Source: an optimization exercise on an open RTL-to-GDS flow (aim: small area, a short achievable clock period and few clock cycles). Production flows keep margins and buffers that such runs may drop. Only simulation tests tie the RTL to the original design; equivalence was not proved.

Setup of old:
==> flow/design.v (excerpt) <==
module jt900h_alu(
    input             rst,
    input             clk,
    input             cen,
    input      [31:0] op0,       
    input      [31:0] op1,       
    input      [31:0] op2,       
    input             bs,ws,qs,
    input             div_sign,       
    input             div,
    output            div_busy,
    input       [4:0] alu_sel,
    input       [2:0] cx_sel,
    input             nin, hin, cin, zin,
    output            s,z,p,c,v,
    output            h,
    output     [31:0] rslt
);
Size: about 3200 cells after synthesis, about 54 flip-flops, roughly 160 I/O pins, ~23000 sq um of cells after synthesis.
Settings: LEC_CHECK=0, CAP_MARGIN=20, CORE_MARGIN=2, CORE_UTILIZATION=55, PLACE_DENSITY=0.7, SETUP_SLACK_MARGIN=4, SLEW_MARGIN=20; clock period 17.0 ns.
run.sh (not shown) runs the stock make flow with config.mk's settings and CLKGATE_MAP_FILE= SYNTH_SCRIPT=/design/flow/synth_recipe.tcl, a recipe that flattens the netlist after the stock synthesis.
old finished all stages; the layout is clean.
Testbench counts of old, summed over its fixed seeds: cycles 34,238.
Changes in new relative to old:
- changing CORE_UTILIZATION from 55 to 40
- changing SETUP_SLACK_MARGIN from 4 to 3.5
- changing PLACE_DENSITY from 0.7 to 0.55
==> flow/flow/run.sh (new file) <==
#!/bin/bash
# The standard layout, with plain buf_1 cells as the port buffers instead
# of the delay buffers buffer_ports picks by default. Every other step is the
# standard one. make's output goes to std_flow.log; ORFS keeps each step's log
# under orfs/logs.
set -euo pipefail
export BUFFER_PORTS_ARGS="-buffer_cell sky130_fd_sc_hd__buf_1"
bash standard.sh finish > std_flow.log 2>&1
==> flow/standard.sh (new file) <==
#!/bin/bash
# synth_recipe.tcl (not shown) runs the flow's synth.tcl, then flattens the netlist and writes it again
# the make line also repeats each setting of config.mk as NAME=value (left out here)
make -C /OpenROAD-flow-scripts/flow DESIGN_CONFIG=/design/flow/config.mk WORK_HOME=/design/flow/orfs CLKGATE_MAP_FILE= SYNTH_SCRIPT=/design/flow/synth_recipe.tcl "${@:-finish}"
removed: flow/run.sh
Findings:
- Compared with old, new shows relative area change from synthesis to final layout lower by 9.5 points.
- Sort old and new by worst endpoint data arrival time desc -> top: new
- Wire length of the first global-routing pass: new vs old, no meaningful difference
- old → new: width of the die climbed 17%; final worst hold slack dropped 0.0098 ns.
- Final routed wirelength across all metal layers: old vs new, no meaningful difference
- Cell area | new vs old | new smaller
- The post-layout utilization of the core of new falls short of that of old by 22 points.

========
build 61:
jt900h_alu again, from the RTL that the note above started with.
Settings: LEC_CHECK=0, CAP_MARGIN=20, CORE_MARGIN=2, CORE_UTILIZATION=45, PLACE_DENSITY=0.6, SETUP_SLACK_MARGIN=4, SLEW_MARGIN=20; clock period 17.0 ns.
standard.sh (not shown) runs the stock make flow with config.mk's settings and CLKGATE_MAP_FILE= SYNTH_SCRIPT=/design/flow/synth_recipe.tcl, a recipe that flattens the netlist after the stock synthesis.
==> flow/flow/run.sh <==
#!/bin/bash
# The standard layout, with plain buf_1 cells as the port buffers instead
# of the delay buffers buffer_ports picks by default. Every other step is the
# standard one. make's output goes to std_flow.log; ORFS keeps each step's log
# under orfs/logs.
set -euo pipefail
export BUFFER_PORTS_ARGS="-buffer_cell sky130_fd_sc_hd__buf_1"
bash standard.sh finish > std_flow.log 2>&1
Build 61: full flow OK, the timing, DRC and antenna checks passed
Testbench counts of build 61, summed over its fixed seeds: cycles 34,238.
Changes in trial 13 relative to build 61:
diff --git a/flow/config.mk b/flow/config.mk
--- a/flow/config.mk
+++ b/flow/config.mk
@@ -6,8 +6,8 @@
 export NUM_CORES = 4
 export LEC_CHECK = 0
-export CAP_MARGIN = 20
+export CAP_MARGIN = 5
 export CORE_MARGIN = 2
-export CORE_UTILIZATION = 45
-export PLACE_DENSITY = 0.6
+export CORE_UTILIZATION = 55
+export PLACE_DENSITY = 0.7
 export SETUP_SLACK_MARGIN = 4
-export SLEW_MARGIN = 20
+export SLEW_MARGIN = 5
Trial 13 — via count of the first global-routing pass 84 higher, build 61 as reference
Compared with build 61, in trial 13 wire length fell by about 4.7%; cell count fell by 133; critical path depth stayed essentially flat.
Comparing final-layout fill cell count for build 61 and trial 13, the smaller number came from trial 13.
Max placed cell area across build 61 and trial 13: build 61
On share of final layout cell area taken by clock buffers and inverters, build 61 and trial 13 are basically level.
Comparing build 61 and trial 13, the higher total routed wire length on the met1 layer is on build 61.
When trial 13 is set beside build 61, its maximum clock frequency turns out to be 0.98% larger.

========
== try-fjord ==
Starting RTL as in the previous note.
// jt900h_alu
module jt900h_alu(
    input             rst,
    input             clk,
    input             cen,
    input      [31:0] op0,       
    input      [31:0] op1,       
    input      [31:0] op2,       
    input             bs,ws,qs,
    input             div_sign,       
    input             div,
    output            div_busy,
    input       [4:0] alu_sel,
    input       [2:0] cx_sel,
    input             nin, hin, cin, zin,
    output            s,z,p,c,v,
    output            h,
    output     [31:0] rslt
);
==> flow/config.mk <==
export PLATFORM = sky130hd
export DESIGN_NAME = jt900h_alu
export DESIGN_NICKNAME = jt900h_alu
export VERILOG_FILES = /design/flow/design.v
export SDC_FILE = /design/flow/constraint.sdc
export NUM_CORES = 4
export LEC_CHECK = 0
export CAP_MARGIN = 20
export CORE_MARGIN = 2
export CORE_UTILIZATION = 35
export PLACE_DENSITY = 0.5
export SETUP_SLACK_MARGIN = 4
export SLEW_MARGIN = 20
==> flow/constraint.sdc <==
create_clock -name core_clock -period 17.0 [get_ports {clk}]
set_input_delay 3.4000 -clock core_clock [delete_from_list [all_inputs] [get_ports {clk}]]
set_output_delay 3.4000 -clock core_clock [all_outputs]
set_load 0.01 [all_outputs]
Scripts as last shown in full above: flow/flow/run.sh
Testbench counts of try-fjord, summed over its fixed seeds: cycles 34,238.
### try-fjord -> try-juniper
Settings: PLACE_DENSITY: 0.5 -> 0.7; CORE_UTILIZATION: 35 -> 55.
--- outcome ---
For routed wire length, dividing the value from try-juniper by the value from try-fjord gives 0.942. try-fjord -> try-juniper: total non-filler cell area in the finished layout decreased slightly. try-fjord leaves more setup margin than try-juniper.
The inputs of try-yarrow differ from those of try-juniper as listed below.
Settings: changing CORE_UTILIZATION from 55 to 40; changing PLACE_DENSITY from 0.7 to 0.55.
==> notes.md <==
try-yarrow — layout overhead on the synthesized area 0.51 points higher, try-juniper as reference. What try-yarrow reported for y dimension of the die has to be multiplied by 0.855 to get the figure for try-juniper. Number of hold violations in the final report came out exactly the same in try-juniper and try-yarrow. alu_sel[0] as the critical path startpoint was reported by try-yarrow, and op1[2] by try-juniper. Post-route non-filler standard cell count: try-yarrow higher than try-juniper. Compared with try-juniper, in try-yarrow HPWL after detailed placement increased by 4.1 mm relative to the old numbers; instance count after placement with tap cells included increased by 231 relative to the old numbers.
diff inputs: try-yarrow => try-nickel
Settings: swapping 40 for 55 in CORE_UTILIZATION; swapping 0.55 for 0.7 in PLACE_DENSITY; swapping 4 for 3.5 in SETUP_SLACK_MARGIN.
Findings:
try-nickel vs try-yarrow on worst max-slew margin expressed relative to the limit: try-nickel is the higher one.
Post-CTS resize count (try-nickel vs. try-yarrow) decreases by more than half
Side by side, flip-flop and latch share of the layout cell area turned out higher in try-nickel than in try-yarrow.
Against try-yarrow, try-nickel reports a non-clock buffer count in the final layout that is lower.
Setup slack: try-nickel less than try-yarrow
Of try-nickel and try-yarrow, try-yarrow shows the higher routed metal-1 wirelength, with try-nickel below it.

separate check: timing with driven ports:
In the flow no input, the clock included, has a driving cell. The finished layouts below were timed again as built, in two steps.
Step 1: set_driving_cell puts a clkbuf_16 on clk and a buf_2 on each other input, an assumption about the parent block.
Step 2 also shifts input and output timing later by t, the mid clock arrival at the registers, as if the neighbouring blocks saw the same clock.
Slacks: ideal / step 1 / step 2; pairs: ideal / step 1.
| run | shift t [ns] | setup slack, ns | hold WS [ns] | clock arrival spread, ns | worst slew at a driven data input, ns |
|---|---|---|---|---|---|
| old | 0.342 | 4.030 / 4.002 / 4.002 | 0.409 / 0.409 / 0.409 | 0.014 / 0.014 | 0.11 |
| new | 0.351 | 3.656 / 3.627 / 3.627 | 0.399 / 0.399 / 0.399 | 0.007 / 0.007 | 0.12 |
| build 61 | 0.349 | 4.026 / 4.002 / 4.002 | 0.396 / 0.396 / 0.396 | 0.009 / 0.009 | 0.12 |
| trial 13 | 0.343 | 4.153 / 4.126 / 4.126 | 0.400 / 0.400 / 0.400 | 0.014 / 0.014 | 0.12 |
| try-fjord | 0.346 | 4.185 / 4.159 / 4.159 | 0.405 / 0.405 / 0.405 | 0.007 / 0.007 | 0.10 |
| try-juniper | 0.342 | 4.086 / 4.039 / 4.039 | 0.400 / 0.400 / 0.400 | 0.012 / 0.011 | 0.13 |
| try-yarrow | 0.347 | 4.193 / 4.171 / 4.171 | 0.398 / 0.398 / 0.398 | 0.006 / 0.006 | 0.12 |
| try-nickel | 0.340 | 3.710 / 3.682 / 3.682 | 0.395 / 0.395 / 0.395 | 0.008 / 0.009 | 0.10 |
After both steps setup and hold are still met in every run listed. For try-juniper, which loses most, drivers alone change the setup slack by -0.047 ns; drivers and shift together by -0.047 ns.
